This design comes from an exercise in tuning for small area and a short achievable clock period on the open sky130 flow, not from production work. Function was not checked in any run shown here: the RTL went through the layout flow alone. Power figures rest on the tool's default switching activity, not on a simulated workload.

==> flow/design.v, too long to show whole: its modules and the start of the top module <==
// module float_copro_dp: 1529 lines
// module float_copro_enc: 30 lines
// module float_copro_add: 15 lines
// module float_copro: 62 lines
module float_copro
   (
    input  logic        clk,
    input  logic        copro_valid,
    input  logic        copro_accept,
    input  logic [10:0] copro_opcode,
    input  logic [31:0] copro_op0,
    input  logic [31:0] copro_op1,
    output logic        copro_complete,
    output logic [31:0] copro_result
    );
  // ...
==> flow/flow/run.sh <==
#!/bin/bash
# Standard ORFS layout (the standard.sh) with these changes:
#  - after the standard synthesis, flow/fixinv.py removes the inverters that
#    Yosys's full-adder extraction leaves between adder cells (it flips the
#    polarity of adder cells, which are self-dual), and the netlist is loaded
#    from the result;
#  - then flow/ksadd.py replaces the gates that add the upper result bits in
#    stage 2 (from the hs_r/hc_r propagate/generate registers and cy_r) by a
#    Kogge-Stone adder (kept only if Yosys proves the two netlists
#    equivalent);
#  - ports are buffered with buf_1 cells (the standard flow picks a larger
#    delay cell); the resizer still sizes them up where timing needs it;
set -euo pipefail
MARGIN=${MARGIN:-9.5}
SPLIT=21      # S of gen/gen.py: result bits below it come from lo_r
R=orfs/results/$FLOW_PLATFORM/float_copro/base
bash standard.sh synth > log_synth.txt 2>&1
cp $R/1_2_yosys.v $R/1_2_yosys_orig.v
python3 flow/fixinv.py $R/1_2_yosys_orig.v $R/1_2_yosys_fixinv.v > log_fixinv.txt 2>&1
python3 flow/xorbal.py $R/1_2_yosys_fixinv.v $R/1_2_yosys_xorbal.v > log_xorbal.txt 2>&1
python3 flow/ksadd.py $R/1_2_yosys_xorbal.v $R/1_2_yosys_ksadd.v $SPLIT > log_ksadd.txt 2>&1
# keep the Kogge-Stone netlist only if Yosys proves it equivalent to the one before
LIB=$FLOW_HOME/platforms/$FLOW_PLATFORM/lib/sky130_fd_sc_hd__tt_025C_1v80.lib
cat > eq_ksadd.ys <<EOT
read_liberty -overwrite -ignore_miss_func $LIB
read_verilog $R/1_2_yosys_xorbal.v
rename float_copro gold
read_verilog $R/1_2_yosys_ksadd.v
rename float_copro gate
flatten gold gate
opt_clean
equiv_make gold gate eq
hierarchy -top eq
equiv_simple -seq 1
equiv_status -assert
EOT
if $FLOW_HOME/../tools/install/yosys/bin/yosys -q -s eq_ksadd.ys > log_eq_ksadd.txt 2>&1; then
  cp $R/1_2_yosys_ksadd.v $R/1_2_yosys.v
else
  echo "ksadd netlist not proved equivalent; using the one before" >> log_eq_ksadd.txt
  cp $R/1_2_yosys_xorbal.v $R/1_2_yosys.v
fi
rm -f $R/1_synth.odb $R/1_synth.sdc
bash standard.sh synth > log_synth_odb.txt 2>&1
for step in floorplan place cts route finish; do
  bash standard.sh SETUP_SLACK_MARGIN=$MARGIN \
    "BUFFER_PORTS_ARGS=-buffer_cell sky130_fd_sc_hd__buf_1" $step > log_$step.txt 2>&1
done
==> flow/flow/fixinv.py <==
#!/usr/bin/env python3
"""Remove inverters around full adders in a Yosys-written gate netlist.

A full adder is self-dual: FA(~a, ~b, ~c) = (~cout, ~sum).  Yosys's extract_fa
leaves many inverters between adder cells.  This script chooses a polarity for
every full-adder cell (all its pins inverted or not) and for every xor2/xnor2
cell (an xor2 is an xnor2 with its output inverted), so that as few signals as
possible are needed in both polarities, and rebuilds the netlist with one
inverter for each signal that is.  Usage: fixinv.py IN.v OUT.v"""
import re, sys, random, math

LIB = "sky130_fd_sc_hd__"
OUTPINS = {"X", "Y", "Q", "Q_N", "COUT", "SUM", "HI", "LO"}

src = open(sys.argv[1]).read()
m = re.search(r"^\s*" + LIB, src, re.M)
head, body = src[:m.start()], src[m.start():]
end = body.rindex("endmodule")
tail, body = body[end:], body[:end]

inst_re = re.compile(r"\s*(" + LIB + r"\w+)\s+(\S+)\s*\((.*?)\);\s*", re.S)
pin_re = re.compile(r"\.(\w+)\(\s*(.*?)\s*\)\s*(?:,|$)", re.S)
cells, order = {}, []
pos = 0
while pos < len(body):
    mm = inst_re.match(body, pos)
    if not mm:
        if body[pos:].strip():
            sys.exit("unparsed netlist text: " + body[pos:pos + 200])
        break
    typ, name, pins = mm.groups()
    cells[name] = [typ, {p: n.strip() for p, n in pin_re.findall(pins.strip())}]
    order.append(name)
    pos = mm.end()

ports = set()
for mo in re.finditer(r"^\s*(?:output|input)\s+(\[\d+:\d+\]\s*)?(\S+)\s*;", head, re.M):
    rng, nm = mo.groups()
    if rng:
        a, b = map(int, re.findall(r"\d+", rng))
        ports.update(f"{nm}[{i}]" for i in range(min(a, b), max(a, b) + 1))
    ports.add(nm)

def kind(c):
    t = cells[c][0][len(LIB):]
    if t.startswith("inv_") or t.startswith("clkinv_"):
        return "inv"
    if t.startswith("fa_"):
        return "fa"
    if t.startswith("xor2_") or t.startswith("xnor2_"):
        return "x2"
    return "other"

drv, lds = {}, {}
for c, (t, pm) in cells.items():
    for p, n in pm.items():
        (drv.__setitem__(n, (c, p)) if p in OUTPINS else lds.setdefault(n, []).append((c, p)))

# root of every net through inverter chains
def root(n):
    par = 0
    seen = 0
    while n in drv and kind(drv[n][0]) == "inv" and seen < 50:
        n = cells[drv[n][0]][1]["A"]
        par ^= 1
        seen += 1
    return n, par

invs = [c for c in cells if kind(c) == "inv"]
roots = {}   # root net -> {"loads": [(cell, pin, par)], "names": {par: name}}
def R(r):
    return roots.setdefault(r, {"loads": [], "names": {0: r}})
for n in set(list(drv) + list(lds)):
    if n in drv and kind(drv[n][0]) == "inv":
        r, par = root(n)
        R(r)["names"].setdefault(par, n)
for c in cells:
    if kind(c) == "inv":
        continue
    for p, n in cells[c][1].items():
        if p in OUTPINS:
            continue
        r, par = root(n)
        R(r)["loads"].append((c, p, par))
for r, d in roots.items():
    for par, name in list(d["names"].items()):
        pass
port_need = {}
for pn in ports:
    if pn in drv or pn in lds:
        r, par = root(pn)
        if r in roots or pn in drv:
            R(r)
            if roots[r]["names"].get(par) not in (None, pn):
                # two names of the same phase, one a port: keep as is by making the
                # port a separate load that needs that phase
                pass
            roots[r]["names"][par] = pn
            port_need.setdefault(r, set()).add(par)

flip = {c: 0 for c in cells if kind(c) in ("fa", "x2")}
def drvflip(r):
    d = drv.get(r)
    if d is None:
        return 0
    c = d[0]
    return flip.get(c, 0)

def loadflip(c):
    return flip.get(c, 0) if kind(c) == "fa" else 0

def cost_root(r):
    d = roots[r]
    s = drvflip(r)
    need = set()
    for c, p, par in d["loads"]:
        need.add(par ^ loadflip(c) ^ s)
    for par in port_need.get(r, ()):
        need.add(par ^ s)
    return 1 if len(need) > 1 or (need == {1}) else 0
# note: need == {1} alone means every load wants the other phase: 1 inverter

cell_roots = {}
for r, d in roots.items():
    if r in drv:
        cell_roots.setdefault(drv[r][0], set()).add(r)
    for c, p, par in d["loads"]:
        cell_roots.setdefault(c, set()).add(r)

def total():
    return sum(cost_root(r) for r in roots)

start_inv = len(invs)
best = total()
cur = best
bestflip = dict(flip)
vars_ = list(flip)
random.seed(1)
T = 1.0
N = 60000
for it in range(N):
    T = 1.0 * (1 - it / N) + 0.02
    c = random.choice(vars_)
    rs = cell_roots.get(c, ())
    before = sum(cost_root(r) for r in rs)
    flip[c] ^= 1
    after = sum(cost_root(r) for r in rs)
    dlt = after - before
    if dlt <= 0 or random.random() < math.exp(-dlt / T):
        cur += dlt
        if cur < best:
            best = cur
            bestflip = dict(flip)
    else:
        flip[c] ^= 1
flip = bestflip

# rebuild
for c in invs:
    del cells[c]
newid = [0]
new_wires = []
def fresh(base):
    newid[0] += 1
    n = f"_fixinv_{newid[0]}_"
    new_wires.append(n)
    return n
ninv = 0
for r, d in roots.items():
    s = drvflip(r)
    names = dict(d["names"])
    if r in drv:
        # driver output now carries phase s
        pass
    need = {}
    for c, p, par in d["loads"]:
        ph = par ^ loadflip(c)
        need.setdefault(ph, []).append((c, p))
    for par in port_need.get(r, ()):
        need.setdefault(par, [])
    if not need:
        continue
    # the driven net: name of phase s
    if s not in names:
        names[s] = fresh(r)
    if r in drv:
        c, p = drv[r]
        cells[c][1][p] = names[s]
    for ph, lst in need.items():
        if ph not in names:
            names[ph] = fresh(r)
        for c, p in lst:
            cells[c][1][p] = names[ph]
        if ph != s:
            newid[0] += 1
            nm = f"_fixinv_i{newid[0]}_"
            cells[nm] = [LIB + "inv_1", {"A": names[s], "Y": names[ph]}]
            order.append(nm)
            ninv += 1
for c in cells:
    if kind(c) == "fa" and flip[c]:
        pass  # pins already rewired by phase; the cell itself is unchanged

for c in list(cells):
    if kind(c) == "x2" and flip[c]:
        t = cells[c][0]
        pm = cells[c][1]
        if "xnor2_" in t:
            cells[c][0] = t.replace("xnor2_", "xor2_")
            pm["X"] = pm.pop("Y")
        else:
            cells[c][0] = t.replace("xor2_", "xnor2_")
            pm["Y"] = pm.pop("X")
out = [head]
for w in new_wires:
    out.append(f"  wire {w};\n")
for c in order:
    if c in cells:
        t, pm = cells[c]
        out.append(f"  {t} {c} (\n" + ",\n".join(f"    .{p}({n}{' ' if n.startswith(chr(92)) else ''})" for p, n in pm.items()) + "\n  );\n")
out.append(tail)
open(sys.argv[2], "w").write("".join(out))
print(f"fixinv: inverters {start_inv} -> {ninv} (model {best}); flipped {sum(flip.values())} cells",
      file=sys.stderr)
==> flow/flow/ksadd.py <==
#!/usr/bin/env python3
"""Rebuild the adder in front of the upper result bits as a Kogge-Stone adder.

In stage 2, copro_result[S+i] = p_i ^ carry_i, where p_i (register hs_r[i])
and g_i (register hc_r[i]) are the propagate/generate pairs of the upper
bits and the carry into them starts with cy_r.  ABC maps this adder as
slack permits in its own view, which ignores the output delay.  This script
removes the gates in the fan-in of those output ports and puts in a
Kogge-Stone prefix tree of alternating a21oi/o21ai and nand2/nor2 cells.
With MODE sc the registers hs_r/hc_r hold the two carry-save rows instead,
and the propagate/generate pairs are formed here first.
Usage: ksadd.py IN.v OUT.v S [pg|sc]"""
import re, sys

inp, outp, S = sys.argv[1], sys.argv[2], int(sys.argv[3])
MODE = sys.argv[4] if len(sys.argv) > 4 else "pg"
LIB = "sky130_fd_sc_hd__"
OUTPINS = {"X", "Y", "Q", "Q_N", "COUT", "SUM", "HI", "LO"}
src = open(inp).read()
m = re.search(r"^\s*" + LIB, src, re.M)
head, body = src[:m.start()], src[m.start():]
end = body.rindex("endmodule")
tail, body = body[end:], body[:end]
inst_re = re.compile(r"\s*(" + LIB + r"\w+)\s+(\S+)\s*\((.*?)\);\s*", re.S)
pin_re = re.compile(r"\.(\w+)\(\s*(.*?)\s*\)\s*(?:,|$)", re.S)
cells, order = {}, []
pos = 0
while pos < len(body):
    mm = inst_re.match(body, pos)
    if not mm:
        if body[pos:].strip():
            sys.exit("unparsed netlist text: " + body[pos:pos + 200])
        break
    typ, name, pins = mm.groups()
    cells[name] = [typ, {p: n.strip() for p, n in pin_re.findall(pins.strip())}]
    order.append(name)
    pos = mm.end()
drv, lds = {}, {}
for c, (t, pm) in cells.items():
    for p, n in pm.items():
        (drv.__setitem__(n, c) if p in OUTPINS else lds.setdefault(n, []).append(c))

def base(c):
    return cells[c][0][len(LIB):]

pq, gq, cy = {}, {}, None
for c, (t, pm) in cells.items():
    if not base(c).startswith("dfxtp"):
        continue
    nm = c.lstrip("\\")
    mo = re.match(r"hs_r\[(\d+)\]", nm)
    if mo:
        pq[int(mo.group(1))] = pm["Q"]
    mo = re.match(r"hc_r\[(\d+)\]", nm)
    if mo:
        gq[int(mo.group(1))] = pm["Q"]
    if nm.startswith("cy_r"):
        cy = pm["Q"]
H = 32 - S
assert cy and all(i in pq for i in range(H)), (cy, sorted(pq))
outs = [f"copro_result[{S + i}]" for i in range(H)]

# gates in the fan-in of the upper outputs, back to registers
cone, stack = set(), list(outs)
while stack:
    n = stack.pop()
    c = drv.get(n)
    if c is None or c in cone or base(c).startswith("df"):
        continue
    cone.add(c)
    stack += [x for p, x in cells[c][1].items() if p not in OUTPINS]
for c in cone:
    for p, n in cells[c][1].items():
        if p in OUTPINS:
            for l in lds.get(n, []):
                assert l in cone, f"{c} also feeds {l}"
for c in cone:
    del cells[c]

nid = [0]
wires = []
def net():
    nid[0] += 1
    w = f"_ksadd_n{nid[0]}_"
    wires.append(w)
    return w
def cell(typ, pins):
    nid[0] += 1
    nm = f"_ksadd_c{nid[0]}_"
    cells[nm] = [LIB + typ, pins]
    order.append(nm)
def inv(s):
    y = net()
    cell("inv_1", {"A": s, "Y": y})
    return y

# propagate/generate of every upper bit, as (net, inverted)
pbit, gbit = {}, {}
for i in range(H):
    if MODE == "pg" or i not in gq:
        pbit[i] = (pq[i], 0)
        gbit[i] = (gq[i], 0) if (MODE == "pg" and i in gq) else (None, 0)
    else:
        y = net()
        cell("xnor2_1", {"A": pq[i], "B": gq[i], "Y": y})
        pbit[i] = (y, 1)
        y = net()
        cell("nand2_1", {"A": pq[i], "B": gq[i], "Y": y})
        gbit[i] = (y, 1)
# node k: position 0 = carry in (g = cy, p = 0), position k = bit k-1
G = [(cy, 0)] + [gbit[k - 1] for k in range(1, H)]
P = [None] + [pbit[k - 1] for k in range(1, H)]
def topol(sig, want):
    s, pol = sig
    return s if pol == want else inv(s)
d = 1
while d < H:
    nG, nP = list(G), list(P)
    for k in range(d, H):
        gk, pk, gj = G[k], P[k], G[k - d]
        if pk is None or gj[0] is None:
            continue       # propagate 0 or nothing to pass on: G unchanged
        if gk[0] is None:  # generate 0: G = P_k & G_j
            pol = pk[1]
            a, b = topol(pk, pol), topol(gj, pol)
            y = net()
            cell("nand2_1" if pol == 0 else "nor2_1", {"A": a, "B": b, "Y": y})
            nG[k] = (y, 1 - pol)
        else:
            pol = gk[1]
            a1, a2, b1 = topol(pk, pol), topol(gj, pol), gk[0]
            y = net()
            cell("a21oi_1" if pol == 0 else "o21ai_1", {"A1": a1, "A2": a2, "B1": b1, "Y": y})
            nG[k] = (y, 1 - pol)
        pj = P[k - d]
        if pj is None:
            nP[k] = None
        else:
            pol = pk[1]
            a, b = topol(pk, pol), topol(pj, pol)
            y = net()
            cell("nand2_1" if pol == 0 else "nor2_1", {"A": a, "B": b, "Y": y})
            nP[k] = (y, 1 - pol)
    G, P = nG, nP
    d *= 2
for i in range(H):
    c, pol = G[i]
    pn, ppol = pbit[i]
    if c is None:
        cell("buf_1" if ppol == 0 else "inv_1", {"A": pn, ("X" if ppol == 0 else "Y"): outs[i]})
    elif pol == ppol:
        cell("xor2_1", {"A": pn, "B": c, "X": outs[i]})
    else:
        cell("xnor2_1", {"A": pn, "B": c, "Y": outs[i]})

ndrv = {}
for c, (t, pm) in cells.items():
    for p, n in pm.items():
        if p in OUTPINS:
            ndrv[n] = ndrv.get(n, 0) + 1
assert all(v == 1 for v in ndrv.values()), "a net with two drivers"
assert all(ndrv.get(o) == 1 for o in outs)

def esc(n):
    return n + " " if n.startswith("\\") else n
out = [head]
for w in wires:
    out.append(f"  wire {w};\n")
for c in order:
    if c in cells:
        t, pm = cells[c]
        out.append(f"  {t} {c} (\n" + ",\n".join(f"    .{p}({esc(n)})" for p, n in pm.items()) + "\n  );\n")
out.append(tail)
open(outp, "w").write("".join(out))
print(f"ksadd: replaced {len(cone)} gates by a {H}-bit Kogge-Stone adder", file=sys.stderr)
==> flow/flow/xorbal.py <==
#!/usr/bin/env python3
"""Rebalance xor trees in a gate netlist by estimated arrival time.

ABC sees the logic between full-adder cells with every input arriving at the
same time, so the parity of the top product column (an xor of many adder
outputs) often has its latest inputs at the bottom of the tree.  This pass
finds every tree of xor2/xnor2/xor3/xnor3 cells (each inner cell feeding only
the next one), estimates when each leaf signal arrives with a coarse delay
model, and rebuilds the tree from xor2 cells, always joining the two earliest
signals (an xnor2 at the root when the parity is inverted).
Usage: xorbal.py IN.v OUT.v"""
import re, sys

LIB = "sky130_fd_sc_hd__"
OUTPINS = {"X", "Y", "Q", "Q_N", "COUT", "SUM", "HI", "LO"}

src = open(sys.argv[1]).read()
m = re.search(r"^\s*" + LIB, src, re.M)
head, body = src[:m.start()], src[m.start():]
end = body.rindex("endmodule")
tail, body = body[end:], body[:end]
inst_re = re.compile(r"\s*(" + LIB + r"\w+)\s+(\S+)\s*\((.*?)\);\s*", re.S)
pin_re = re.compile(r"\.(\w+)\(\s*(.*?)\s*\)\s*(?:,|$)", re.S)
cells, order = {}, []
pos = 0
while pos < len(body):
    mm = inst_re.match(body, pos)
    if not mm:
        if body[pos:].strip():
            sys.exit("unparsed netlist text: " + body[pos:pos + 200])
        break
    typ, name, pins = mm.groups()
    cells[name] = [typ, {p: n.strip() for p, n in pin_re.findall(pins.strip())}]
    order.append(name)
    pos = mm.end()
ports = set()
for mo in re.finditer(r"^\s*(?:output|input)\s+(\[\d+:\d+\]\s*)?(\S+)\s*;", head, re.M):
    rng, nm = mo.groups()
    if rng:
        a, b = map(int, re.findall(r"\d+", rng))
        ports.update(f"{nm}[{i}]" for i in range(min(a, b), max(a, b) + 1))
    ports.add(nm)

def base(c):
    return re.sub(r"_\d+$", "", cells[c][0][len(LIB):])

XOR = {"xor2": (["A", "B"], "X", 0), "xnor2": (["A", "B"], "Y", 1),
       "xor3": (["A", "B", "C"], "X", 0), "xnor3": (["A", "B", "C"], "X", 1)}

def build():
    drv, lds = {}, {}
    for c, (t, pm) in cells.items():
        for p, n in pm.items():
            if p in OUTPINS:
                drv[n] = (c, p)
            else:
                lds.setdefault(n, []).append((c, p))
    return drv, lds
drv, lds = build()

DELAY = {"fa": {"SUM": 0.5, "COUT": 0.42}, "ha": {"SUM": 0.3, "COUT": 0.25},
         "dfxtp": {"Q": 0.4}, "xor2": 0.2, "xnor2": 0.2, "xor3": 0.35, "xnor3": 0.35,
         "inv": 0.07, "buf": 0.15, "clkbuf": 0.15}
memo = {}
def arrival(n, depth=0):
    if n in memo:
        return memo[n]
    d = drv.get(n)
    if d is None or depth > 400:
        return 0.0
    c, p = d
    b = base(c)
    dl = DELAY.get(b, 0.2)
    if isinstance(dl, dict):
        dl = dl.get(p, 0.3)
    dl += 0.02 * len(lds.get(n, []))
    if b.startswith("dfxtp") or b.startswith("dfrtp"):
        t = dl
    else:
        t = dl + max([arrival(x, depth + 1) for q, x in cells[c][1].items()
                      if q not in OUTPINS] + [0.0])
    memo[n] = t
    return t

def is_x(c):
    return c in cells and base(c) in XOR

def inner(c):
    """c is an inner node: its output feeds exactly one load, an xor cell."""
    out = cells[c][1][XOR[base(c)][1]]
    l = lds.get(out, [])
    return out not in ports and len(l) == 1 and is_x(l[0][0])

sys.setrecursionlimit(10000)
for n in list(drv):
    arrival(n)
QUANT = 0.8
roots = [c for c in order if is_x(c) and not inner(c)]
newid = [0]
new_wires = []
changed = 0
for r in roots:
    leaves, parity, members = [], 0, []
    stack = [r]
    while stack:
        c = stack.pop()
        members.append(c)
        ins, out, inv = XOR[base(c)]
        parity ^= inv
        for p in ins:
            n = cells[c][1][p]
            d = drv.get(n)
            if d and is_x(d[0]) and inner(d[0]) and d[0] not in members:
                stack.append(d[0])
            else:
                # an inverter in front of the tree only flips its parity
                while d and d[0] in cells and base(d[0]) in ("inv", "clkinv"):
                    n = cells[d[0]][1]["A"]
                    parity ^= 1
                    d = drv.get(n)
                leaves.append(n)
    if len(leaves) < 3:
        continue
    # equal leaves cancel
    cnt = {}
    for n in leaves:
        cnt[n] = cnt.get(n, 0) + 1
    leaves = [n for n in cnt for _ in range(cnt[n] % 2)]
    if len(leaves) < 2:
        continue
    # arrival estimates are coarse: quantize them so that leaves of about the
    # same arrival are joined in balanced trees rather than chains
    items = sorted((round(arrival(n) / QUANT) * QUANT, n) for n in leaves)
    rout = cells[r][1][XOR[base(r)][1]]
    for c in members:
        del cells[c]
    while len(items) > 1:
        (t0, x), (t1, y) = items[0], items[1]
        items = items[2:]
        last = not items
        newid[0] += 1
        nm = f"_xorbal_{newid[0]}_"
        if last:
            o = rout
            typ = "xnor2_1" if parity else "xor2_1"
        else:
            o = f"_xorbal_n{newid[0]}_"
            new_wires.append(o)
            typ = "xor2_1"
        cells[nm] = [LIB + typ, {"A": x, "B": y, ("Y" if typ.startswith("xnor") else "X"): o}]
        order.append(nm)
        items.append((max(t0, t1) + 0.2, o))
        items.sort()
    changed += 1

# drop inverters left without loads
while True:
    drv, lds = build()
    dead = [c for c in cells if base(c) in ("inv", "clkinv")
            and not lds.get(cells[c][1]["Y"]) and cells[c][1]["Y"] not in ports]
    if not dead:
        break
    for c in dead:
        del cells[c]

out = [head]
for w in new_wires:
    out.append(f"  wire {w};\n")
for c in order:
    if c in cells:
        t, pm = cells[c]
        out.append(f"  {t} {c} (\n" + ",\n".join(
            f"    .{p}({n}{' ' if n.startswith(chr(92)) else ''})" for p, n in pm.items()) + "\n  );\n")
out.append(tail)
open(sys.argv[2], "w").write("".join(out))
print(f"xorbal: rebuilt {changed} xor trees", file=sys.stderr)
==> flow/standard.sh <==
#!/bin/bash
# synth_recipe.tcl (not shown) runs the flow's synth.tcl, then flattens the netlist and writes it again
# the make line also repeats each setting of config.mk as NAME=value (left out here)
make -C /OpenROAD-flow-scripts/flow DESIGN_CONFIG=/design/flow/config.mk WORK_HOME=/design/flow/orfs CLKGATE_MAP_FILE= SYNTH_SCRIPT=/design/flow/synth_recipe.tcl "${@:-finish}"
==> flow/config.mk <==
export PLATFORM = sky130hd
export DESIGN_NAME = float_copro
export DESIGN_NICKNAME = float_copro
export VERILOG_FILES = /design/flow/design.v
export SDC_FILE = /design/flow/constraint.sdc
export NUM_CORES = 4
export LEC_CHECK = 0
export CAP_MARGIN = 20
export CORE_MARGIN = 2
export CORE_UTILIZATION = 65
export SLEW_MARGIN = 20
==> flow/constraint.sdc <==
create_clock -name core_clock -period 14.0 [get_ports {clk}]
set_input_delay 2.8000 -clock core_clock [delete_from_list [all_inputs] [get_ports {clk}]]
set_output_delay 2.8000 -clock core_clock [all_outputs]
set_load 0.01 [all_outputs]
==> impl_metrics.json, run 1 <==
{
  "drc": 0,
  "die_h_um": 156,
  "cap_violations": 0,
  "syn_nets": 1893,
  "dpl_cell_area_um2": 15500,
  "cp-startpoint": "ntwo_r[10]",
  "wirelength_mm": 42.5,
  "final_common_cell": "xor2_1",
  "multi_input_area_share_pct": 67.1,
  "cts_tree": "done",
  "crit_family": "adder cells",
  "path_clk_slew_ns": 0.08,
  "status": "timing/DRC/antenna clean",
  "grt_use_total_pct": 35.1,
  "crit_arrival_ns": 4.76,
  "cts_root_buffer": "clkbuf_16",
  "post-route-min-period_ns": 4.44,
  "holdBufCountCts": 0,
  "p_seq_uw": 639,
  "p_per_area_nw_per_um2": 175,
  "min_from": "cnt[1]",
  "tap_cells": 285,
  "setup_viol": 0,
  "regToRegSetupSlack_ns": 9.56,
  "grt_pass1_vias": 11935,
  "area_growth_pct": 11.4,
  "grt_max_degree": 36,
  "largestRegisters": "c_r: 32 flops, nb_r: 32 flops, lo_r: 21 flops",
  "num_vias": 12108,
  "layout.nonclk_buf_share_pct": 6.19,
  "synth_cells": 1541
}
==> run 2, diff against run 1 <==
--- a/flow/flow/run.sh
+++ b/flow/flow/run.sh
@@ -13,3 +13,3 @@
 set -euo pipefail
-MARGIN=${MARGIN:-9.5}
+MARGIN=${MARGIN:-9.7}
 SPLIT=21      # S of gen/gen.py: result bits below it come from lo_r
==> run 2 against run 1 <==
Net effect:
- still clean
- clock power is 1% higher
- hold slack better by 0.011 ns
- combinational power is 13% higher
- largest cell class unchanged
==> impl_metrics.json, run 2 <==
{
  "synth_area_um2": 15000,
  "start_kind": "flip-flop",
  "dp_cells": 1820,
  "synth_warnings": 1,
  "path_class": "reg2out",
  "holdBufCountCts": 0,
  "path_clk_slew_ns": 0.09,
  "crit_path_max_fanout": 2,
  "drt.antenna.violating_nets": 0,
  "nets": 1953,
  "diodes": 0,
  "io_buffers": 101,
  "dr.first_iter.drc_count": 1550,
  "wirelength_mm": 44.7,
  "layout_common_cells": "xor2_1 (271), o22ai_1 (248), fa_1 (186)",
  "grt_pass1_vias": 12401,
  "area_growth_pct": 16.3,
  "grt_overflow": 0,
  "crit_arrival_ns": 1.64,
  "largestRegisters": "c_r: 32 flops, nb_r: 32 flops, lo_r: 21 flops",
  "dp_slack_ns": 8.85,
  "clock_skew_ns": 0.0164,
  "tightest_slew_ns": 0.608,
  "antenna_found_initial": 0,
  "via_per_inst": 6.52,
  "clk_latency_ns": 0.44,
  "ir_drop_mv": 0.159,
  "die_h_um": 156,
  "setup-tns-final_ns": 0,
  "fp.dieW_um": 156,
  "cts_buffer_depth": 2,
  "cts_tree": "done",
  "cts-htree-levels": 4,
  "finalHoldViolations": 0,
  "core_um2": 22600,
  "stdcell_count": 1899,
  "wl_per_cell_um": 23.5,
  "gp_congestion": 0.918,
  "timing.hold.worst.class": "reg2reg",
  "multiInputGateArea_um2": 11600,
  "final-max-slew-violation-count": 0,
  "num_vias": 12381,
  "synth_cells": 1541,
  "cap_violations": 0,
  "seq_area_um2": 3360,
  "dpl_cell_area_um2": 15500,
  "fillers": 1556,
  "drive_gt1_share_pct": 16.7,
  "post-route-min-period_ns": 4.44,
  "cts_made_buffers": 17,
  "rsz0062_at_grt": "yes",
  "cp.required_ns": 11.20,
  "status": "timing/DRC/antenna clean",
  "io_pins": 111,
  "maxSlewHeadroom_pct": 59.4,
  "cts_root_buffer": "clkbuf_16",
  "clkSinkCount": 161,
  "final_common_cell": "xor2_1",
  "fp-row-count": 55,
  "die_area_um2": 24300,
  "dp_hpwl_mm": 28.2,
  "grt_use_total_pct": 36.3,
  "worst_slack_ns": 9.56,
  "avgSynthCellArea_um2": 9.73,
  "final_area_um2": 17400,
  "fmax_mhz": 225,
  "setup_viol": 0,
  "grt_max_degree": 36,
  "start_util_pct": 66.2,
  "drc": 0,
  "syn_nets": 1893,
  "dr.pass1.iters": 7,
  "grt_pass1_wl_mm": 67.4,
  "power.leakage_nw": 8.35,
  "critical_path.endpoint_type": "output port",
  "min_period_over_period_pct": 31.7,
  "p_per_area_nw_per_um2": 184
}
==> run 2: area by class of cell <==
cell class / instances / area share [%]
clock buffers: 17 / 2.44
clock inverters: 15 / 1.09
inverters: 49 / 1.10
multi-input cells: 1192 / 66.5
flip-flops and latches: 161 / 19.3
well taps: 285 / 2.04
repair buffers: 179 / 7.52
repair inverters: 1 / 0.0430
==> run 2: where the power goes <==
part / internal [mW] / switching [mW]
logic: 0.984 / 1.07
clock network: 0.257 / 0.235
registers: 0.576 / 0.0818
total: 1.82 / 1.39
==> run 2: path summary, 6_finish.rpt <==
| check | from | to | slack [ns] | depth (start not counted) |
|---|---|---|---|---|
| max | hc_r[1] | copro_result[26] | 9.56 | 6 |
| min | cnt[3] | cnt[2] | 0.55 | 2 |
| max reg2reg | ntwo_r[0] | hs_r[8] | 9.66 | 11 |
| min reg2reg | cnt[3] | cnt[2] | 0.55 | 2 |
==> run 2: critical path, stage by stage, from the launching register on <==
cell and delay [ns]:
dfxtp_4 0.37, a21oi_4 0.18, o21ai_2 0.09, buf_4 0.15, a21oi_4 0.13, xnor2_1 0.13
buf_2 0.15
==> run 2: what timing repair did <==
item / in CTS / in global routing
cloned: 6 / 1
pin swaps: 33 / 67
gates resized for setup: 129 / 115
endpoints found under the setup margin: 64 / 26
setup buffers: 25 / 15
==> run 2: per-stage QoR <==
stage | utilization (%) | hold WS (ns) | power, mW
after floorplan | - | 0.524 | 1.94
after global placement | 68.4 | 0.555 | 2.33
after detailed placement | 68.4 | 0.554 | 2.39
after CTS | 74.2 | 0.566 | 3.01
after global routing | 77.0 | 0.605 | 3.46
final | 77.0 | 0.552 | 3.20
==> run 2: metal layers <==
metal  GRT usage, %  share of wire [%]
met5              0                  0
met4           15.4                4.6
met3           9.03                 11
met2           55.2                 44
met1           49.7                 40
==> run 3, diff against run 2 <==
--- a/flow/flow/run.sh
+++ b/flow/flow/run.sh
@@ -10,2 +10,4 @@
 #    equivalent);
+#  - then flow/faexp.py rebuilds the full adders of the last tree levels
+#    (depth 3 and more) from xor2 and maj3 cells, which are faster;
 #  - ports are buffered with buf_1 cells (the standard flow picks a larger
@@ -13,3 +15,3 @@
 set -euo pipefail
-MARGIN=${MARGIN:-9.7}
+MARGIN=${MARGIN:-9.5}
 SPLIT=21      # S of gen/gen.py: result bits below it come from lo_r
@@ -37,7 +39,8 @@
 if $FLOW_HOME/../tools/install/yosys/bin/yosys -q -s eq_ksadd.ys > log_eq_ksadd.txt 2>&1; then
-  cp $R/1_2_yosys_ksadd.v $R/1_2_yosys.v
+  cp $R/1_2_yosys_ksadd.v $R/1_2_yosys_s2.v
 else
   echo "ksadd netlist not proved equivalent; using the one before" >> log_eq_ksadd.txt
-  cp $R/1_2_yosys_xorbal.v $R/1_2_yosys.v
+  cp $R/1_2_yosys_xorbal.v $R/1_2_yosys_s2.v
 fi
+python3 flow/faexp.py $R/1_2_yosys_s2.v $R/1_2_yosys.v 3 > log_faexp.txt 2>&1
 rm -f $R/1_synth.odb $R/1_synth.sdc
==> flow/flow/faexp.py (new file) <==
#!/usr/bin/env python3
"""Replace the full-adder cells of the last adder-tree levels by faster gates.

A sky130 full-adder cell is compact but slow from its inputs to SUM.  The
last levels of the product's adder tree lie on the longest paths of the
multiplier stage, so this script rebuilds each full adder whose depth (in
full adders from the registers) is at least MINDEPTH from two xor2 cells for
the sum and a maj3 cell for the carry.
Usage: faexp.py IN.v OUT.v MINDEPTH"""
import re, sys

inp, outp, mind = sys.argv[1], sys.argv[2], int(sys.argv[3])
LIB = "sky130_fd_sc_hd__"
OUTPINS = {"X", "Y", "Q", "Q_N", "COUT", "SUM", "HI", "LO"}
src = open(inp).read()
m = re.search(r"^\s*" + LIB, src, re.M)
head, body = src[:m.start()], src[m.start():]
end = body.rindex("endmodule")
tail, body = body[end:], body[:end]
inst_re = re.compile(r"\s*(" + LIB + r"\w+)\s+(\S+)\s*\((.*?)\);\s*", re.S)
pin_re = re.compile(r"\.(\w+)\(\s*(.*?)\s*\)\s*(?:,|$)", re.S)
cells, order = {}, []
pos = 0
while pos < len(body):
    mm = inst_re.match(body, pos)
    if not mm:
        if body[pos:].strip():
            sys.exit("unparsed netlist text: " + body[pos:pos + 200])
        break
    typ, name, pins = mm.groups()
    cells[name] = [typ, {p: n.strip() for p, n in pin_re.findall(pins.strip())}]
    order.append(name)
    pos = mm.end()
drv = {}
for c, (t, pm) in cells.items():
    for p, n in pm.items():
        if p in OUTPINS:
            drv[n] = c
def base(c):
    return cells[c][0][len(LIB):]
sys.setrecursionlimit(10000)
memo = {}
def depth(n):
    """full adders on the longest path from a register to net n"""
    if n in memo:
        return memo[n]
    memo[n] = 0
    c = drv.get(n)
    if c is None or base(c).startswith("df"):
        return 0
    d = max([depth(x) for p, x in cells[c][1].items() if p not in OUTPINS] + [0])
    if base(c).startswith("fa_"):
        d += 1
    memo[n] = d
    return d
fadepth = {c: depth(cells[c][1]["SUM"]) for c in order if base(c).startswith("fa_")}
nid = [0]
wires = []
count = 0
for c in list(order):
    if c not in cells or not base(c).startswith("fa_"):
        continue
    pm = cells[c][1]
    if fadepth[c] < mind:
        continue
    a, b, ci = pm["A"], pm["B"], pm["CIN"]
    nid[0] += 1
    t = f"_faexp_n{nid[0]}_"
    wires.append(t)
    del cells[c]
    cells[c + "_x1"] = [LIB + "xor2_1", {"A": a, "B": b, "X": t}]
    cells[c + "_x2"] = [LIB + "xor2_1", {"A": t, "B": ci, "X": pm["SUM"]}]
    cells[c + "_mj"] = [LIB + "maj3_1", {"A": a, "B": b, "C": ci, "X": pm["COUT"]}]
    order += [c + "_x1", c + "_x2", c + "_mj"]
    count += 1
def esc(n):
    return n + " " if n.startswith("\\") else n
def cname(n):
    return n if not n.startswith("\\") else n + " "
out = [head]
for w in wires:
    out.append(f"  wire {w};\n")
for c in order:
    if c in cells:
        t, pm = cells[c]
        out.append(f"  {t} {cname(c)} (\n" + ",\n".join(f"    .{p}({esc(n)})" for p, n in pm.items()) + "\n  );\n")
out.append(tail)
open(outp, "w").write("".join(out))
print(f"faexp: {count} full adders of depth >= {mind} rebuilt from gates", file=sys.stderr)
==> run 3 against run 2 <==
Net effect:
- clock power rose by 4.1%
- clock skew rose by 0.0020 ns
- die area rose by 3.2%
- cell count rose by 6.4%
- synthesized cell count rose by 8.4%
- total power fell by 4.0%
- critical path type unchanged
- highest routed layer unchanged
==> impl_metrics.json, run 3 <==
{
  "status": "timing/DRC/antenna clean",
  "dpl_cell_area_um2": 16000,
  "cts_tree": "done",
  "dr.pass1.iters": 6,
  "cts-htree-levels": 4,
  "nets": 1976,
  "final-max-slew-violation-count": 0,
  "setup_viol": 0,
  "die_area_um2": 25100,
  "avgSynthCellArea_um2": 9.27,
  "tightest_slew_ns": 0.835,
  "cap_violations": 0,
  "min_period_over_period_pct": 31.8,
  "start_util_pct": 66.2,
  "cp.required_ns": 11.20,
  "switchingPower_mw": 1.36,
  "path_clk_slew_ns": 0.08,
  "fillers": 1874,
  "io_pins": 111,
  "p_per_area_nw_per_um2": 183,
  "fp.dieW_um": 158,
  "crit_path_max_fanout": 5,
  "antenna_found_initial": 0,
  "grt_pass1_wl_mm": 65.7,
  "cts_made_buffers": 17,
  "cts_root_buffer": "clkbuf_16",
  "path_class": "reg2out",
  "p_comb_share_pct": 62.7,
  "grt_pass1_vias": 12040,
  "grt_overflow": 0,
  "setup-tns-final_ns": 0,
  "holdBufCountCts": 0,
  "hold_ws_ns": 0.546,
  "drc": 0,
  "clk_latency_ns": 0.44,
  "ir_drop_mv": 0.148,
  "largestRegisters": "c_r: 32 flops, nb_r: 32 flops, lo_r: 21 flops",
  "num_vias": 12495,
  "clock_skew_ns": 0.0184,
  "die_h_um": 158,
  "dr.first_iter.drc_count": 1299,
  "cts_buffer_depth": 2,
  "via_per_inst": 6.18,
  "grt_max_degree": 36,
  "final_area_um2": 16800,
  "rsz0062_at_grt": "yes",
  "core_um2": 23400,
  "dp_hpwl_mm": 28.9,
  "syn_nets": 1958,
  "drive_gt1_share_pct": 6.87,
  "maxSlewHeadroom_pct": 44.3,
  "layout_common_cells": "xor2_1 (404), o22ai_1 (257), dfxtp_1 (140)",
  "gp_congestion": 0.929,
  "critical_path.endpoint_type": "output port",
  "fmax_mhz": 225,
  "grt_use_total_pct": 34.4,
  "diodes": 0,
  "fp-row-count": 56,
  "synth_area_um2": 15500,
  "timing.hold.worst.class": "reg2reg",
  "start_kind": "flip-flop",
  "synth_cells": 1671,
  "clkSinkCount": 161,
  "drt.antenna.violating_nets": 0,
  "wirelength_mm": 41.9,
  "synth_warnings": 1,
  "area_growth_pct": 8.60,
  "seq_power_share_pct": 20.6,
  "p_clk_share_pct": 16.7,
  "post-route-min-period_ns": 4.45,
  "wl_per_cell_um": 20.8,
  "switching_share_pct": 44.3,
  "crit_arrival_ns": 1.65,
  "final_common_cell": "xor2_1",
  "intPower_mw": 1.71,
  "power.leakage_nw": 8.26,
  "io_buffers": 101,
  "finalHoldViolations": 0
}
[run 3: worst max-delay path, cell delays in order (launching register included)]
cell,delay [ns]
dfxtp_2,0.42
inv_1,0.07
o21ai_2,0.22
inv_1,0.06
o21ai_1,0.14
xor2_1,0.15
clkbuf_2,0.14
[run 3: power groups by stage]
stage	clock (mW)	sequential (mW)	combinational, mW
finish	0.513	0.635	1.93
global route	0.538	0.643	2.16
global placement	0	0.633	1.84
CTS	0.519	0.625	1.92
floorplan	0	0.628	1.49
detailed placement	0	0.634	1.91
[run 3: what timing repair did]
action,4_1_cts,5_1_grt
cloned,0,1
setup endpoints to repair,40,45
resized for setup,13,50
setup buffers,0,0
pin swaps,0,2
[run 3: final cells by class]
class	instances	area [µm²]	area share, %
clock inverters	14	188	1.12
repair buffers	137	732	4.35
repair inverters	1	7.51	0.0446
well taps	319	399	2.37
inverters	49	188	1.12
multi-input cells	1322	11600	69.1
flip-flops and latches	161	3250	19.3
clock buffers	18	439	2.61
[run 3: per-stage QoR]
stage / setup WS (ns) / util (%) / power [mW] / cells
after global routing: 9.44 / 71.9 / 3.34 / 2021
after CTS: 9.40 / 71.3 / 3.07 / 2020
after floorplan: 9.53 / - / 2.12 / 1671
after detailed placement: 8.83 / 68.4 / 2.54 / 1988
after global placement: 8.87 / 68.4 / 2.47 / 1988
final: 9.55 / 71.9 / 3.08 / 2021
[run 3: final timing paths]
check                             start                to  slack (ns)  depth (start not counted)
worst max register to register  nb_r[6]              cy_r        9.62                         14
worst min register to register   cnt[1]            cnt[1]        0.55                          2
worst min-delay path             cnt[1]            cnt[1]        0.55                          2
worst max-delay path               cy_r  copro_result[31]        9.55                          6
[run 3: layer usage]
| layer | global-route usage (%) | vias to the layer above | wire [µm] |
|---|---|---|---|
| met5 | 0 | - | 0 |
| met3 | 8.27 | 98 | 4200 |
| met2 | 54.4 | 695 | 18800 |
| li1 | - | 5721 | - |
| met4 | 10.6 | 0 | 1140 |
| met1 | 46.8 | 5981 | 17800 |
==> run 4, diff against run 3 <==
--- a/flow/flow/run.sh
+++ b/flow/flow/run.sh
@@ -15,3 +15,3 @@
 set -euo pipefail
-MARGIN=${MARGIN:-9.5}
+MARGIN=${MARGIN:-9.7}
 SPLIT=21      # S of gen/gen.py: result bits below it come from lo_r
==> run 4 against run 3 <==
Net effect:
- critical path type unchanged
- total power is 4.4% higher
- routed wire length rose by 5.4%
- still clean on timing, DRC and antenna
- clock power is 2% lower
- fmax shrank 0.53%
==> impl_metrics.json, run 4 <==
{
  "rsz0062_at_grt": "yes",
  "cts_made_buffers": 17,
  "clock_skew_ns": 0.0149,
  "cts_buffer_depth": 2,
  "io_buffers": 101,
  "p_clk_share_pct": 15.7,
  "diodes": 0,
  "cts_root_buffer": "clkbuf_16",
  "intPower_mw": 1.77,
  "cap_violations": 0,
  "cts_tree": "done",
  "path_clk_slew_ns": 0.08,
  "ir_drop_mv": 0.163,
  "finalHoldViolations": 0,
  "core_um2": 23400,
  "slowest_stage": "dfxtp_4",
  "avgSynthCellArea_um2": 9.27,
  "critPathBufInv": 1,
  "status": "timing/DRC/antenna clean",
  "p_comb_share_pct": 63.9,
  "drt.antenna.violating_nets": 0,
  "layout_common_cells": "xor2_1 (401), o22ai_1 (255), dfxtp_1 (128)",
  "cp_common_cell": "o21ai_2",
  "tightest_slew_ns": 0.881,
  "dp_slack_ns": 8.90,
  "min_period_over_period_pct": 31.9,
  "wirelength_mm": 44.2,
  "fp.dieW_um": 158,
  "num_vias": 12851,
  "wl_per_cell_um": 21.7,
  "via_per_inst": 6.30,
  "synth_area_um2": 15500,
  "area_growth_pct": 12.8,
  "dr.first_iter.drc_count": 1402,
  "clkSinkCount": 161,
  "drc": 0,
  "met3_usage_pct": 8.55,
  "power.leakage_nw": 8.51,
  "maxSlewHeadroom_pct": 41.2,
  "synth_cells": 1671,
  "die_area_um2": 25100,
  "die_h_um": 158,
  "post-route-min-period_ns": 4.47,
  "seq_power_share_pct": 20.4,
  "fillers": 1765,
  "crit_path_max_fanout": 4,
  "fp-row-count": 56,
  "path_class": "reg2out",
  "grt_pass1_vias": 12483,
  "p_per_area_nw_per_um2": 184,
  "timing.hold.worst.class": "reg2reg",
  "busiest_layer": "met2",
  "antenna_found_initial": 1,
  "switching_share_pct": 44.9,
  "synth_warnings": 1,
  "start_kind": "flip-flop",
  "path_cells": "a21oi_4 -> o21ai_2 -> a21oi_2 -> o21ai_2 -> xor2_1 -> buf_2",
  "cp.required_ns": 11.20,
  "worst_slack_ns": 9.53,
  "totalPowerFinal_mw": 3.21,
  "grt_use_met1_pct": 48.0,
  "nets": 1995,
  "dp_hpwl_mm": 29.4,
  "holdBufCountCts": 0,
  "grt_pass1_wl_mm": 67.6,
  "start_util_pct": 66.2,
  "critical_path.endpoint_type": "output port",
  "grt_use_total_pct": 35.3,
  "largestRegisters": "c_r: 32 flops, nb_r: 32 flops, lo_r: 21 flops",
  "switchingPower_mw": 1.44,
  "setup-tns-final_ns": 0,
  "clk_latency_ns": 0.44,
  "grt_overflow": 0,
  "cts-htree-levels": 4,
  "io_pins": 111,
  "setup_viol": 0,
  "fmax_mhz": 224,
  "crit_family": "compound AO/OA/AOI/OAI gates",
  "drive_gt1_share_pct": 11.6,
  "crit_arrival_ns": 1.67,
  "slowest_delay_ns": 0.38,
  "final_common_cell": "xor2_1",
  "dr.pass1.iters": 8,
  "final-max-slew-violation-count": 0,
  "grt_max_degree": 36,
  "grt_use_met2_pct": 54.6,
  "syn_nets": 1958,
  "gp_congestion": 0.915
}
==> run 4: layout make-up <==
class	count	area, µm²	share of cell area, %
multi-input cells	1322	11900	68.1
flip-flops and latches	161	3310	18.9
repair buffers	156	1060	6.07
clock buffers	17	425	2.44
well taps	319	399	2.29
clock inverters	15	193	1.10
inverters	49	188	1.07
repair inverters	1	7.51	0.0430
==> run 4: routing by layer <==
metal | wire, µm | vias to the layer above
met2 | 19700 | 828
met3 | 4960 | 130
li1 | - | 5764
met5 | 11 | -
met4 | 1680 | 2
met1 | 17900 | 6127
==> run 4: per-stage QoR <==
stage                     instances  area, µm²  hold slack [ns]  util (%)
after global routing           2040      17500            0.615      74.6
after CTS                      2030      17000            0.561      72.7
after detailed placement       1987      16000            0.560      68.4
after global placement         1987      16000            0.555      68.4
after floorplan                1671      15500            0.524         -
final                          2040      17500            0.585      74.6
==> run 4: worst reg2reg max path, cell delays in order, from the launching register on <==
cell and delay (ns):
dfxtp_4 0.37, buf_12 0.15, o22ai_2 0.16, nor2_2 0.07
xnor2_2 0.14, fa_1 0.53, fa_2 0.61, xor2_2 0.20
xor2_2 0.19, ha_4 0.24, a21o_1 0.19, a21o_1 0.20
a21o_1 0.18, a211o_1 0.30, a221o_1 0.31, a21oi_2 0.16
xnor2_1 0.15
==> run 4: power by group through the flow <==
stage	clock [mW]	combinational, mW	sequential (mW)
6_report	0.503	2.05	0.656
5_1_grt	0.524	2.28	0.665
2_1_floorplan	0	1.49	0.628
3_5_place_dp	0	1.90	0.639
4_1_cts	0.507	1.96	0.646
3_3_place_gp	0	1.83	0.638
==> run 4: path summary, 6_finish.rpt <==
kind / start / endpoint / slack [ns] / depth (start not counted)
setup / recovery: hs_r[1] / copro_result[29] / 9.53 / 6
hold / removal: cnt[3] / cnt[2] / 0.58 / 2
setup reg to reg: none_r[1] / lo_r[19] / 9.78 / 16
hold reg to reg: cnt[3] / cnt[2] / 0.58 / 2
==> run 4: repair_timing <==
| item | CTS | global route |
|---|---|---|
| endpoints found under the setup margin | 52 | 16 |
| cloned | 2 | 4 |
| hold endpoints to repair | 0 | 0 |
| setup buffers | 9 | 6 |
| gates resized for setup | 93 | 84 |
| pin swaps | 16 | 27 |
==> module float_copro, before the edit <==
module float_copro
   (
    input  logic        clk,
    input  logic        copro_valid,
    input  logic        copro_accept,
    input  logic [10:0] copro_opcode,
    input  logic [31:0] copro_op0,
    input  logic [31:0] copro_op1,
    output logic        copro_complete,
    output logic [31:0] copro_result
    );
   wire mul_d    = copro_opcode[1:0] == 2'd2;
   wire addsub_d = !copro_opcode[1];
   wire sub_d    = copro_opcode[1:0] == 2'd1;
   logic        mul_r, as_r;    
   logic [3:0]  cnt;            
   logic [31:0] nb_r, c_r;     
   logic [15:0] one, two, neg;
   logic [15:0] one_d, two_d, neg_d;
   float_copro_enc encoder (
      .a(copro_op0), .mul(mul_d), .addsub(addsub_d), .sub(sub_d),
      .one(one_d), .two(two_d), .neg(neg_d)
   );
   logic [15:0] none_r, ntwo_r, neg_r;    
   assign one = ~none_r;
   assign two = ~ntwo_r;
   assign neg = neg_r;
   logic [20:0] lo_d, lo_r;
   logic        cy_d, cy_r;
   logic [10:0] hs_d, hc_d, hs_r, hc_r;
   float_copro_dp datapath (
      .none(~one), .ntwo(~two), .neg(neg), .nb(nb_r), .c(c_r),
      .lo(lo_d), .lo_cy(cy_d), .hi_s(hs_d), .hi_c(hc_d)
   );
   always_ff @(posedge clk) begin
      nb_r  <= ~copro_op1;
      mul_r <= mul_d;
      as_r  <= addsub_d;
      none_r <= ~one_d;
      ntwo_r <= ~two_d;
      neg_r <= neg_d;
      c_r   <= copro_op0 & {32{addsub_d}};
      lo_r  <= lo_d;
      cy_r  <= cy_d;
      hs_r  <= hs_d;
      hc_r  <= hc_d;
      if (!copro_valid || copro_accept)
         cnt <= 4'd0;
      else if (cnt != 4'd15)
         cnt <= cnt + 4'd1;
   end
   assign copro_complete = mul_r ? cnt >= 4'd2 : as_r ? cnt >= 4'd3 : cnt >= 4'd11;
   wire [11:0] carry;
   assign carry[0] = cy_r;
   genvar i;
   generate
      for (i = 0; i < 11; i = i + 1) begin : hi_carry
         assign carry[i+1] = hc_r[i] | (hs_r[i] & carry[i]);
      end
   endgenerate
   assign copro_result = {hs_r ^ carry[10:0], lo_r};
endmodule
==> run 5, diff against run 4 <==
--- a/flow/design.v
+++ b/flow/design.v
@@ -1588,3 +1588,4 @@
    wire sub_d    = copro_opcode[1:0] == 2'd1;
-   logic        mul_r, as_r;    
+   wire done_d;
+   logic        done_r;         
    logic [3:0]  cnt;            
@@ -1610,4 +1611,3 @@
       nb_r  <= ~copro_op1;
-      mul_r <= mul_d;
-      as_r  <= addsub_d;
+      done_r <= done_d;
       none_r <= ~one_d;
@@ -1625,3 +1625,6 @@
    end
-   assign copro_complete = mul_r ? cnt >= 4'd2 : as_r ? cnt >= 4'd3 : cnt >= 4'd11;
+   wire [3:0] cnt_nx = (cnt == 4'd15) ? cnt : cnt + 4'd1;
+   assign done_d = copro_valid && !copro_accept &&
+                   (mul_d ? cnt_nx >= 4'd2 : addsub_d ? cnt_nx >= 4'd3 : cnt_nx >= 4'd11);
+   assign copro_complete = done_r;
    wire [11:0] carry;
--- a/flow/flow/run.sh
+++ b/flow/flow/run.sh
@@ -15,3 +15,3 @@
 set -euo pipefail
-MARGIN=${MARGIN:-9.7}
+MARGIN=${MARGIN:-9.5}
 SPLIT=21      # S of gen/gen.py: result bits below it come from lo_r
==> run 5 against run 4 <==
Net effect:
- still clean on timing, DRC and antenna
- via count decreased by 1.5%
- worst setup slack got worse by 0.046 ns
- synthesized cell count grew 0.60%
- routed wire length decreased by 3.3%
- synthesized area up 0.50%
- critical path depth stayed put
==> impl_metrics.json, run 5 <==
{
  "reg2reg_from": "ntwo_r[4]",
  "drc": 0,
  "core_um2": 23500,
  "post-route-min-period_ns": 4.52,
  "cts_buffer_depth": 2,
  "io_pins": 111,
  "fp-row-count": 56,
  "drive_gt1_share_pct": 8.54,
  "start_util_pct": 66.3,
  "power.leakage_nw": 8.18,
  "path_clk_slew_ns": 0.09,
  "dp_slack_ns": 9.08,
  "crit_path_max_fanout": 4,
  "avgSynthCellArea_um2": 9.26,
  "clock_skew_ns": 0.0180,
  "io_buffers": 101,
  "gp_congestion": 0.911,
  "fp.dieW_um": 159,
  "tightest_slew_ns": 0.731,
  "grt_use_met1_pct": 47.2,
  "drt.antenna.violating_nets": 0,
  "cts_made_buffers": 17,
  "min_from": "cnt[1]",
  "fillers": 1872,
  "cts_root_buffer": "clkbuf_16",
  "path_class": "reg2out",
  "worst_slack_ns": 9.48,
  "dp_cells": 1999,
  "cts-htree-levels": 4,
  "layout_common_cells": "xor2_1 (395), o22ai_1 (254), dfxtp_1 (129)",
  "via_per_inst": 6.21,
  "hold_depth": 2,
  "timing.hold.worst.class": "reg2reg",
  "nets": 1995,
  "clkSinkCount": 160,
  "syn_nets": 1968,
  "grt_pass1_wl_mm": 67.1,
  "synth_area_um2": 15600,
  "busiest_layer": "met2",
  "synth_warnings": 1,
  "antenna_found_initial": 0,
  "largestRegisters": "c_r: 32 flops, nb_r: 32 flops, lo_r: 21 flops",
  "diodes": 0,
  "p_per_area_nw_per_um2": 184,
  "totalPowerFinal_mw": 3.15,
  "area_growth_pct": 9.61,
  "num_vias": 12663,
  "r2r_cells": 12,
  "grt_overflow": 0,
  "dr.pass1.iters": 6,
  "cp.required_ns": 11.20,
  "regToRegSetupSlack_ns": 9.64,
  "hold_ws_ns": 0.549,
  "cap_violations": 0,
  "crit_arrival_ns": 1.72,
  "clk_latency_ns": 0.45,
  "wirelength_mm": 42.7,
  "start_kind": "flip-flop",
  "final-max-slew-violation-count": 0,
  "whs_endpoint": "cnt[1]",
  "die_area_um2": 25200,
  "fmax_mhz": 221,
  "r2r-end": "lo_r[20]",
  "synth_cells": 1681,
  "holdBufCountCts": 0,
  "grt_pass1_vias": 12292,
  "die_h_um": 159,
  "setup-tns-final_ns": 0,
  "cp-startpoint": "hs_r[7]",
  "grt_max_degree": 39,
  "maxSlewHeadroom_pct": 51.2,
  "grt_use_met2_pct": 52.7,
  "met3_usage_pct": 5.56,
  "wl_per_cell_um": 20.9,
  "status": "timing/DRC/antenna clean",
  "final_common_cell": "xor2_1",
  "stdcell_count": 2040,
  "dr.first_iter.drc_count": 1418,
  "grt_use_total_pct": 33.5,
  "cts_tree": "done",
  "dp_hpwl_mm": 29.5,
  "ir_drop_mv": 0.161,
  "rsz0062_at_grt": "yes",
  "setup_viol": 0,
  "min_period_over_period_pct": 32.3,
  "critical_path.endpoint_type": "output port",
  "finalHoldViolations": 0
}
## run 5: worst max-delay path by stage
stage                             to  slack, ns  depth (start not counted)
floorplan                       cy_r       9.52                         16
detailed placement          lo_r[20]       9.08                         12
global placement            lo_r[20]       9.14                         12
finish              copro_result[29]       9.48                          6
CTS                 copro_result[28]       9.45                          5
global route        copro_result[29]       9.38                          6
## run 5: where the power goes
part / total, mW / switching (mW) / leakage (nW) / internal, mW
Combinational: 2.02 / 1.12 / 6.56 / 0.905
Sequential: 0.633 / 0.0630 / 1.33 / 0.570
Clock: 0.491 / 0.243 / 0.288 / 0.248
Total: 3.15 / 1.42 / 8.18 / 1.72
## run 5: through the flow
| step | instance area (µm²) | util [%] |
|---|---|---|
| 2_1_floorplan | 15600 | - |
| 3_3_place_gp | 16100 | 68.6 |
| 3_5_place_dp | 16100 | 68.6 |
| 4_1_cts | 16700 | 71.3 |
| 5_1_grt | 17100 | 72.7 |
| 6_report | 17100 | 72.7 |
## run 5: what timing repair did
item	in CTS	in global routing
cloned	0	2
setup endpoints to repair	10	10
pin swaps	0	15
buffers inserted	0	7
gates resized for setup	16	79
## run 5: critical path, stage by stage (launching register included)
cell	delay, ns
dfxtp_2	0.35
a21oi_1	0.23
o21ai_1	0.15
a21oi_1	0.15
o21ai_1	0.10
xor2_1	0.13
clkbuf_2	0.14
## run 5: layer usage
metal | share of wire [%] | up-vias
met3 | 10 | 100
li1 | - | 5804
met5 | 0 | -
met4 | 2.9 | 0
met2 | 45 | 732
met1 | 42 | 6027
## run 5: area by class of cell
class,instances,area (µm²),share of cell area (%)
tap,319,399,2.34
timing repair buffer,150,903,5.30
multi-input combinational,1332,11700,68.7
inverter,47,180,1.06
clock inverter,13,138,0.807
sequential,160,3270,19.2
clock buffer,19,453,2.66

afterwards: timing with drivers on the ports:
No port has a modelled driver above. Below, the same layouts with a new extraction and two added sets of constraints.
Step 1, drivers: a clkbuf_16 drives clk and a buf_2 each remaining input, both assumed.
Step 2 times the ports against the registers' clock, not the clock port: input delays grow and output delays shrink by t, the midpoint of the rising clock arrivals with the driver on.
a / b / c = no drivers / after step 1 / after step 2; a / b = the first two.
| run | t, ns | setup slack, ns | worst setup path after step 2 | latest minus earliest clock arrival (ns) | slew at the worst register clock pin (ns) |
|---|---|---|---|---|---|
| run 1 | 0.484 | 9.558 / 9.542 / 9.555 | input to register | 0.017 / 0.017 | 0.08 / 0.08 |
| run 2 | 0.481 | 9.563 / 9.512 / 9.504 | input to register | 0.017 / 0.017 | 0.09 / 0.09 |
| run 3 | 0.479 | 9.553 / 9.505 / 9.191 | input to register | 0.020 / 0.020 | 0.09 / 0.09 |
| run 4 | 0.482 | 9.529 / 9.479 / 9.535 | input to register | 0.015 / 0.015 | 0.08 / 0.08 |
| run 5 | 0.492 | 9.483 / 9.432 / 9.642 | register to register | 0.018 / 0.018 | 0.09 / 0.09 |
After both steps every run listed still meets setup and hold. For run 3, which loses most, drivers alone change the setup slack by -0.048 ns; drivers and shift together by -0.362 ns.
